Source: an optimization exercise on an open RTL-to-GDS flow. Production flows keep margins and buffers that such runs may drop. The RTL was checked by simulation tests, not by an equivalence proof against the original design. No activity file was given, so power comes from the tool's default toggle rates.

`design.v`:
```
module JAM (
input CLK,
input RST,
output [2:0] W,
output [2:0] J,
input [6:0] Cost,
output [3:0] MatchCount,
output [9:0] MinCost,
output Valid );
reg  [7:0] c;
always @(posedge CLK) begin
	if (RST)            c <= 8'd0;
	else if (~c[7] | ~c[3]) c <= c + 8'd1;  
end
assign W = c[5:3];
assign J = c[2:0];
wire loading = ~c[7] & ~c[6];
reg [6:0] t0_0, t0_1, t0_2, t0_3, t0_4, t0_5, t0_6, t0_7;
reg [6:0] t1_0, t1_1, t1_2, t1_3, t1_4, t1_5, t1_6, t1_7;
reg [6:0] t2_0, t2_1, t2_2, t2_3, t2_4, t2_5, t2_6, t2_7;
reg [6:0] t3_0, t3_1, t3_2, t3_3, t3_4, t3_5, t3_6, t3_7;
reg [6:0] t4_0, t4_1, t4_2, t4_3, t4_4, t4_5, t4_6, t4_7;
reg [6:0] t5_0, t5_1, t5_2, t5_3, t5_4, t5_5, t5_6, t5_7;
reg [6:0] t6_0, t6_1, t6_2, t6_3, t6_4, t6_5, t6_6, t6_7;
reg [6:0] t7_0, t7_1, t7_2, t7_3, t7_4, t7_5, t7_6, t7_7;
always @(posedge CLK) begin
	t0_0 <= t0_1;
	t0_1 <= t0_2;
	t0_2 <= t0_3;
	t0_3 <= t0_4;
	t0_4 <= t0_5;
	t0_5 <= t0_6;
	t0_6 <= t0_7;
	t0_7 <= (loading && c[5:3] == 3'd0) ? Cost : t0_0;
	t1_0 <= t1_1;
	t1_1 <= t1_2;
	t1_2 <= t1_3;
	t1_3 <= t1_4;
	t1_4 <= t1_5;
	t1_5 <= t1_6;
	t1_6 <= t1_7;
	t1_7 <= (loading && c[5:3] == 3'd1) ? Cost : t1_0;
	t2_0 <= t2_1;
	t2_1 <= t2_2;
	t2_2 <= t2_3;
	t2_3 <= t2_4;
	t2_4 <= t2_5;
	t2_5 <= t2_6;
	t2_6 <= t2_7;
	t2_7 <= (loading && c[5:3] == 3'd2) ? Cost : t2_0;
	t3_0 <= t3_1;
	t3_1 <= t3_2;
	t3_2 <= t3_3;
	t3_3 <= t3_4;
	t3_4 <= t3_5;
	t3_5 <= t3_6;
	t3_6 <= t3_7;
	t3_7 <= (loading && c[5:3] == 3'd3) ? Cost : t3_0;
	t4_0 <= t4_1;
	t4_1 <= t4_2;
	t4_2 <= t4_3;
	t4_3 <= t4_4;
	t4_4 <= t4_5;
	t4_5 <= t4_6;
	t4_6 <= t4_7;
	t4_7 <= (loading && c[5:3] == 3'd4) ? Cost : t4_0;
	t5_0 <= t5_1;
	t5_1 <= t5_2;
	t5_2 <= t5_3;
	t5_3 <= t5_4;
	t5_4 <= t5_5;
	t5_5 <= t5_6;
	t5_6 <= t5_7;
	t5_7 <= (loading && c[5:3] == 3'd5) ? Cost : t5_0;
	t6_0 <= t6_1;
	t6_1 <= t6_2;
	t6_2 <= t6_3;
	t6_3 <= t6_4;
	t6_4 <= t6_5;
	t6_5 <= t6_6;
	t6_6 <= t6_7;
	t6_7 <= (loading && c[5:3] == 3'd6) ? Cost : t6_0;
	t7_0 <= t7_1;
	t7_1 <= t7_2;
	t7_2 <= t7_3;
	t7_3 <= t7_4;
	t7_4 <= t7_5;
	t7_5 <= t7_6;
	t7_6 <= t7_7;
	t7_7 <= (loading && c[5:3] == 3'd7) ? Cost : t7_0;
end
wire [3:0] o = c[7] ? {3'b100, c[2]} : {1'b0, c[5:3]};
wire [9:0] oh = 10'd1 << o;
wire q0_0 = oh[0] | oh[1] | oh[2] | oh[3] | oh[4] | oh[5] | oh[6];
wire q0_4 = oh[7] | oh[8] | oh[9];
wire q1_0 = oh[7] | oh[8] | oh[9];
wire q1_1 = oh[0] | oh[1] | oh[2] | oh[3] | oh[4] | oh[5] | oh[6];
wire q2_4 = oh[1] | oh[4];
wire q2_5 = oh[2] | oh[5] | oh[7];
wire q2_6 = oh[3] | oh[6] | oh[9];
wire q2_7 = oh[0] | oh[8];
wire q3_2 = oh[0] | oh[1] | oh[2] | oh[3] | oh[7] | oh[9];
wire q3_3 = oh[4] | oh[5] | oh[6] | oh[8];
wire q4_2 = oh[4] | oh[5] | oh[6] | oh[8];
wire q4_3 = oh[0] | oh[1] | oh[2] | oh[3] | oh[7] | oh[9];
wire q5_1 = oh[7] | oh[8] | oh[9];
wire q5_4 = oh[0] | oh[2] | oh[3] | oh[5] | oh[6];
wire q5_7 = oh[1] | oh[4];
wire q6_5 = oh[3] | oh[6] | oh[9];
wire q6_6 = oh[0] | oh[1] | oh[2] | oh[4] | oh[5] | oh[7] | oh[8];
wire q7_5 = oh[0] | oh[1] | oh[4] | oh[8];
wire q7_7 = oh[2] | oh[3] | oh[5] | oh[6] | oh[7] | oh[9];
wire [6:0] m00 = ({7{q0_0}} & t0_0) | ({7{q0_4}} & t0_4);
wire [6:0] m01 = ({7{q1_0}} & t0_0) | ({7{q1_1}} & t0_1);
wire [6:0] m02 = ({7{q2_4}} & t0_4) | ({7{q2_5}} & t0_5) | ({7{q2_6}} & t0_6) | ({7{q2_7}} & t0_7);
wire [6:0] m03 = ({7{q3_2}} & t0_2) | ({7{q3_3}} & t0_3);
wire [6:0] m10 = ({7{q0_0}} & t1_0) | ({7{q0_4}} & t1_4);
wire [6:0] m11 = ({7{q1_0}} & t1_0) | ({7{q1_1}} & t1_1);
wire [6:0] m12 = ({7{q2_4}} & t1_4) | ({7{q2_5}} & t1_5) | ({7{q2_6}} & t1_6) | ({7{q2_7}} & t1_7);
wire [6:0] m13 = ({7{q3_2}} & t1_2) | ({7{q3_3}} & t1_3);
wire [6:0] m20 = ({7{q0_0}} & t2_0) | ({7{q0_4}} & t2_4);
wire [6:0] m21 = ({7{q1_0}} & t2_0) | ({7{q1_1}} & t2_1);
wire [6:0] m22 = ({7{q2_4}} & t2_4) | ({7{q2_5}} & t2_5) | ({7{q2_6}} & t2_6) | ({7{q2_7}} & t2_7);
wire [6:0] m23 = ({7{q3_2}} & t2_2) | ({7{q3_3}} & t2_3);
wire [6:0] m30 = ({7{q0_0}} & t3_0) | ({7{q0_4}} & t3_4);
wire [6:0] m31 = ({7{q1_0}} & t3_0) | ({7{q1_1}} & t3_1);
wire [6:0] m32 = ({7{q2_4}} & t3_4) | ({7{q2_5}} & t3_5) | ({7{q2_6}} & t3_6) | ({7{q2_7}} & t3_7);
wire [6:0] m33 = ({7{q3_2}} & t3_2) | ({7{q3_3}} & t3_3);
wire [6:0] m40 = ({7{q4_2}} & t4_2) | ({7{q4_3}} & t4_3);
wire [6:0] m41 = ({7{q5_1}} & t4_1) | ({7{q5_4}} & t4_4) | ({7{q5_7}} & t4_7);
wire [6:0] m42 = ({7{q6_5}} & t4_5) | ({7{q6_6}} & t4_6);
wire [6:0] m43 = ({7{q7_5}} & t4_5) | ({7{q7_7}} & t4_7);
wire [6:0] m50 = ({7{q4_2}} & t5_2) | ({7{q4_3}} & t5_3);
wire [6:0] m51 = ({7{q5_1}} & t5_1) | ({7{q5_4}} & t5_4) | ({7{q5_7}} & t5_7);
wire [6:0] m52 = ({7{q6_5}} & t5_5) | ({7{q6_6}} & t5_6);
wire [6:0] m53 = ({7{q7_5}} & t5_5) | ({7{q7_7}} & t5_7);
wire [6:0] m60 = ({7{q4_2}} & t6_2) | ({7{q4_3}} & t6_3);
wire [6:0] m61 = ({7{q5_1}} & t6_1) | ({7{q5_4}} & t6_4) | ({7{q5_7}} & t6_7);
wire [6:0] m62 = ({7{q6_5}} & t6_5) | ({7{q6_6}} & t6_6);
wire [6:0] m63 = ({7{q7_5}} & t6_5) | ({7{q7_7}} & t6_7);
wire [6:0] m70 = ({7{q4_2}} & t7_2) | ({7{q4_3}} & t7_3);
wire [6:0] m71 = ({7{q5_1}} & t7_1) | ({7{q5_4}} & t7_4) | ({7{q5_7}} & t7_7);
wire [6:0] m72 = ({7{q6_5}} & t7_5) | ({7{q6_6}} & t7_6);
wire [6:0] m73 = ({7{q7_5}} & t7_5) | ({7{q7_7}} & t7_7);
function [12:0] mc9;           
	input [12:0] x, y;
	begin
		if (x[12:4] < y[12:4])      mc9 = x;
		else if (y[12:4] < x[12:4]) mc9 = y;
		else                        mc9 = {x[12:4], x[3:0] + y[3:0]};
	end
endfunction
function [8:0] blk2;
	input [6:0] ua, ub, va, vb;
	reg [7:0] p, q;
	begin
		p = ua + vb;
		q = ub + va;
		blk2 = {(p < q) ? p : q, p == q};
	end
endfunction
function [12:0] term;
	input [8:0] x, y;
	reg [1:0] e;
	begin
		e = x[0] + y[0];
		term = {{1'b0, x[8:1]} + {1'b0, y[8:1]}, 1'b0, e == 2'd2, e == 2'd1, e == 2'd0};
	end
endfunction
wire [6:0] a00 = m00, a01 = m01, a02 = m02, a03 = m03;
wire [6:0] a10 = m10, a11 = m11, a12 = m12, a13 = m13;
wire [6:0] a20 = m20, a21 = m21, a22 = m22, a23 = m23;
wire [6:0] a30 = m30, a31 = m31, a32 = m32, a33 = m33;
wire [6:0] b00 = m40, b01 = m41, b02 = m42, b03 = m43;
wire [6:0] b10 = m50, b11 = m51, b12 = m52, b13 = m53;
wire [6:0] b20 = m60, b21 = m61, b22 = m62, b23 = m63;
wire [6:0] b30 = m70, b31 = m71, b32 = m72, b33 = m73;
wire [12:0] ta0 = term(blk2(a00,a01,a10,a11), blk2(a22,a23,a32,a33));
wire [12:0] ta1 = term(blk2(a00,a02,a10,a12), blk2(a21,a23,a31,a33));
wire [12:0] ta2 = term(blk2(a00,a03,a10,a13), blk2(a21,a22,a31,a32));
wire [12:0] ta3 = term(blk2(a01,a02,a11,a12), blk2(a20,a23,a30,a33));
wire [12:0] ta4 = term(blk2(a01,a03,a11,a13), blk2(a20,a22,a30,a32));
wire [12:0] ta5 = term(blk2(a02,a03,a12,a13), blk2(a20,a21,a30,a31));
wire [12:0] tb0 = term(blk2(b00,b01,b10,b11), blk2(b22,b23,b32,b33));
wire [12:0] tb1 = term(blk2(b00,b02,b10,b12), blk2(b21,b23,b31,b33));
wire [12:0] tb2 = term(blk2(b00,b03,b10,b13), blk2(b21,b22,b31,b32));
wire [12:0] tb3 = term(blk2(b01,b02,b11,b12), blk2(b20,b23,b30,b33));
wire [12:0] tb4 = term(blk2(b01,b03,b11,b13), blk2(b20,b22,b30,b32));
wire [12:0] tb5 = term(blk2(b02,b03,b12,b13), blk2(b20,b21,b30,b31));
reg [12:0] pa0, pa1, pa2, pb0, pb1, pb2;
reg v1, v2;
always @(posedge CLK) begin
	pa0 <= mc9(ta0, ta1); pa1 <= mc9(ta2, ta3); pa2 <= mc9(ta4, ta5);
	pb0 <= mc9(tb0, tb1); pb1 <= mc9(tb2, tb3); pb2 <= mc9(tb4, tb5);
	v1  <= c >= 8'd64 && c <= 8'd133;
end
wire [12:0] fa = mc9(mc9(pa0, pa1), pa2);
wire [12:0] fb = mc9(mc9(pb0, pb1), pb2);
wire [3:0]  pc = fa[3:0] * fb[3:0];
reg  [13:0] tr;    
always @(posedge CLK) begin
	tr <= {{1'b0, fa[12:4]} + {1'b0, fb[12:4]}, pc};
	v2 <= v1;
end
reg [9:0] mincost;
reg [3:0] matchcount;
always @(posedge CLK) begin
	if (RST) begin
		mincost    <= 10'd1023;
		matchcount <= 4'd0;
	end else if (v2) begin
		if (tr[13:4] < mincost) begin
			mincost    <= tr[13:4];
			matchcount <= tr[3:0];
		end else if (tr[13:4] == mincost) begin
			matchcount <= matchcount + tr[3:0];
		end
	end
end
assign MinCost    = mincost;
assign MatchCount = matchcount;
assign Valid      = c == 8'd136;
endmodule
```
`run.sh`:
```
#!/bin/bash
# synth_recipe.tcl (not shown) runs the flow's synth.tcl, then flattens the netlist and writes it again
# the make line also repeats each setting of config.mk as NAME=value (left out here)
make -C /OpenROAD-flow-scripts/flow DESIGN_CONFIG=/design/flow/config.mk WORK_HOME=/design/flow/orfs CLKGATE_MAP_FILE= SYNTH_SCRIPT=/design/flow/synth_recipe.tcl finish
```
`config.mk`:
```
export PLATFORM = sky130hd
export DESIGN_NAME = JAM
export DESIGN_NICKNAME = JAM
export VERILOG_FILES = /design/flow/design.v
export SDC_FILE = /design/flow/constraint.sdc
export NUM_CORES = 4
export LEC_CHECK = 0
export CAP_MARGIN = 20
export CORE_MARGIN = 2
export CORE_UTILIZATION = 40
export SLEW_MARGIN = 20
```
`constraint.sdc`:
```
create_clock -name core_clock -period 6.2 [get_ports {CLK}]
set_input_delay 1.2400 -clock core_clock [delete_from_list [all_inputs] [get_ports {CLK}]]
set_output_delay 1.2400 -clock core_clock [all_outputs]
set_load 0.01 [all_outputs]
```
==> results list <==
* Path category of the worst min-delay check: flop to flop
- By instance count, the cell type seen most on the critical path is sky130_fd_sc_hd__o21a_1.
- Status: complete, but fails checks
- In this run the worst setup path terminates at pb0[10].
- Endpoint arrival time on the critical path: 7.62 ns
- Final core utilization: 57.8%
- Across the run, the number of max-cap violations was 0.
- The area growth from synthesis to layout is 42.9%.
- Setup crit end kind: flop
- In the routed layout, each cell is associated on average with a via count of 5.11.
- Among all flip-flop cells after synthesis, the most frequent one is sky130_fd_sc_hd__dfxtp_1.
- Final worst slack: -0.879 ns
- The worst path uses 114% of the clock period.
- The worst path in the final design needs a cycle of 7.08 ns, including I/O delays and setup.
- Ratio of total power to cell area: 274 nW/µm²
- The worst setup path is launched from a flop.
* Maximum number of buffers from clock root to sink: 3
- The layout checks failed on negative setup slack.
- The critical path contains buffers and inverters numbering 8 combined.
* Fillers: 9076
* Die Span X: 331 µm
- Hold bufs inserted after CTS: 0
- Share of flip-flops with an asynchronous set or reset: 0%
- Dominant delay contributor by cell family on the critical path: compound AO/OA/AOI/OAI gates
* Pins over their slew limit: 0
- After global routing the overflow that remains totals 0.
- The post-route netlist has 39.5% of its cells at a drive strength greater than 1.
* Root Buffer Master: sky130_fd_sc_hd__clkbuf_16
* Total wire length after detailed routing: 143000 µm
- Buffers added on ports: 29
- Clock tree synthesis found a total of 564 sinks.
* Largest incremental delay on the critical path: 0.59 ns
- The library cells used most frequently in the layout, excluding fill and tap cells, are sky130_fd_sc_hd__buf_4 (1343), sky130_fd_sc_hd__ha_1 (712), sky130_fd_sc_hd__dfxtp_1 (560).
- Setup repair after global routing could not meet its margin everywhere.
- The wire-length estimate of the detail-placed layout is 114000 µm.
* Vias: 38.2k
* Per-cell routed wire length: 19.1 µm
* Crit path max fanout: 13
- IR analysis of the VDD net gives a maximum drop of 0.385 mV.
- The floorplan step defined a die boundary enclosing 110000 µm².
- Vertical die dimension: 331 µm
* R2R setup slack: -0.88 ns
* Post-placement worst setup slack: -1.21 ns
* Synthesis-stage register bit count: 564
* CTS H-Tree Depth: 2
- Setup violations remaining at the end of the flow were counted as 78.
- Classification of the worst setup path: flop to flop
- In this run the worst setup path begins at c[7].
- Final estimated routing congestion in global placement: 0.955
* Worst path depth: 35
- The first global-routing pass estimated 217000 µm of wire.
- In this run, synthesis inferred 0 flip-flops with an integrated enable.
* Vias in the first global route: 39.0k
* Antenna violations before repair: 0
- DR iter-0 viols: 2014
* Slew margin rel.: 32.7%
- Antenna fix cells: 0
- For the worst setup path, the data required time is 6.74 ns.
- After detailed routing, the number of remaining DRC violations is 0.
* Worst reg2reg path depth: 35
- Between clock sinks in the finished design, the worst skew comes to 0.0620 ns.
- At the pin with the least slew margin, the transition time is 1.01 ns.
- TritonCTS built the clock tree.
- The cell count after synthesis came out at 4590.
- Overall global routing resource usage: 25.8%
- Once detail routing completed, the nets flagged for antenna violations numbered 0.
* Number of top-level pins: 30
* Proportion of synthesized chip area in sequential cells: 26.4%
- Yosys Warn Count: 1
* Post-synthesis area per instance: 9.31 µm²
* Pin count of the biggest net entering global routing: 26
- The synthesized netlist occupies a cell area of 42800 µm².
* Worst R2R End: pb0[10]
- Timing would allow up to 141 MHz.
* Number of nets in the finished design: 6902
* Syn nets: 5462
- Effective utilization at floorplan: 40.4%
* Floorplan row count: 119
- Leaving out fill and tap cells, the most frequent cell in the layout is sky130_fd_sc_hd__buf_4.
- After clock tree synthesis, the clock-pin slew on the worst setup and hold paths is 0.07 ns.
* Leakage: 31.7 nW
* Placeable core area: 106000 µm²
* Clock insertion delay at the later pin of the skew report: 0.71 ns
* R2R Path Start: c[7]
- Hold Fails Final Rpt: 0
- In this run, CTS created clock tree buffers numbering 61.
- Total iterations of the first detailed-routing run: 9
- The slowest stage of the critical path belongs to the cell sky130_fd_sc_hd__fa_2.
- Synth unique cells: 71
## worst register-to-register path: cells and delay by family, from the launching register on
| family | cells | cell delay (ns) |
|---|---|---|
| AO/OA/AOI/OAI | 19 | 3.25 |
| adder cells (fa/ha/maj) | 6 | 1.90 |
| flip-flops | 1 | 0.37 |
| buffers and inverters | 8 | 1.08 |
| XOR/XNOR | 1 | 0.18 |
| AND/OR/NAND/NOR | 1 | 0.12 |
## repair_timing
action                     in CTS  in global routing
hold endpoints to repair        0                  0
pin swaps                     199                228
resized for setup             414                195
buffers inserted              147                 60
setup endpoints to repair      78                 78
cloned                          9                  0
## stage by stage
step                      std cells  instance area [µm²]  setup TNS, ns  total power, mW  hold slack (ns)
final                          7474                61100         -59.16             16.7            0.304
after global routing           7474                61100         -82.21             17.8            0.305
after CTS                      7420                59600         -52.39             16.4            0.292
after detailed placement       7148                54400         -84.55             11.8            0.320
after global placement         7147                54400         -90.39             11.6            0.321
after floorplan                4590                43500         -32.31             9.22            0.310
## per-layer routing
layer	GRT usage [%]	routed length [µm]	share of wire (%)
met5	0	0	0
met4	13.6	8650	6.1
met3	2.52	5650	4.0
met2	44.6	67200	47
met1	31.6	61000	43
## cell type report
type	count	area, µm²	area share, %
clock buffer	74	1660	2.71
multi-input combinational	3411	32100	52.5
timing repair buffer	1477	11900	19.4
inverter	515	1940	3.18
sequential	564	11300	18.5
clock inverter	42	552	0.903
tap	1391	1740	2.85
## flip-flops by register name, summed over array words and instances (netlist names), 8 cells and up
register  cells
c             8
pb2          13
pb1          13
tr           14
pa1          13
pb0          13
pa0          13
pa2          13
mincost      10
## worst min path at each step
stage / from / end / slack, ns / depth (start not counted)
after detailed placement: v1 / v2 / 0.32 / 0
after global placement: v1 / v2 / 0.32 / 0
after floorplan: v1 / v2 / 0.31 / 0
after CTS: t4_1[1] / t4_0[1] / 0.29 / 0
final: t5_1[0] / t5_0[0] / 0.30 / 0
after global routing: t2_6[5] / t2_5[5] / 0.31 / 0
## kinds of logic after synthesis
family | after synthesis | share of synthesized area [%]
adders and majority gates | 869 | 26.6
AOI/OAI and AO/OA | 1140 | 17.2
muxes | 372 | 9.52
and+or+nand+nor | 676 | 7.42
xor gates and xnor gates | 352 | 7.25
buffers and inverters | 617 | 5.53
DFF | 564 | 26.4
## power by group
group          total [mW]  switching, mW  internal [mW]  leakage, nW
clock network        3.96           1.69           2.27         1.08
logic                8.63           4.32           4.31         26.0
registers            4.14          0.187           3.95         4.63
total                16.7           6.20           10.5         31.7
## synth_stat cells (61+ instances only)
| master | instances | area (µm²) |
|---|---|---|
| sky130_fd_sc_hd__ha_1 | 793 | 9920 |
| sky130_fd_sc_hd__dfxtp_1 | 564 | 11300 |
| sky130_fd_sc_hd__inv_1 | 510 | 1910 |
| sky130_fd_sc_hd__a21oi_1 | 466 | 2330 |
| sky130_fd_sc_hd__nand2_1 | 303 | 1140 |
| sky130_fd_sc_hd__xnor2_1 | 290 | 2540 |
| sky130_fd_sc_hd__mux2_2 | 262 | 2950 |
| sky130_fd_sc_hd__o21bai_1 | 194 | 1460 |
| sky130_fd_sc_hd__a21o_1 | 172 | 1290 |
| sky130_fd_sc_hd__nor2_1 | 121 | 454 |
| sky130_fd_sc_hd__o21ai_0 | 114 | 571 |
| sky130_fd_sc_hd__mux2i_1 | 106 | 1060 |
| sky130_fd_sc_hd__clkbuf_1 | 82 | 308 |
| sky130_fd_sc_hd__fa_1 | 70 | 1400 |
| sky130_fd_sc_hd__xor2_1 | 61 | 534 |

==> port drivers added, routing unchanged <==
How much do the figures lean on ideal ports? The routed layout below was timed once more, with nothing changed but the port constraints.
Step 1 sets driving cells, clkbuf_16 on the clock port and buf_2 on the other inputs (assumed; they add their load-dependent delay and slew).
Step 2 adds t to the input delays and takes it off the output delays; t is the mean of the earliest and latest rising clock arrival at the registers after step 1. Input paths then give back, and output paths get back, about the clock's delay inside the block.
a / b / c = ideal / step 1 / step 2; a / b = the first two.
shift t [ns]: 0.756
slack for setup (ns): -0.879 / -0.879 / -0.879
latest minus earliest clock arrival (ns): 0.067 / 0.068
worst register clock-pin slew, ns: 0.08 / 0.08
The setup slack of this run moves by 0.000 ns with the drivers and by 0.000 ns with both steps.
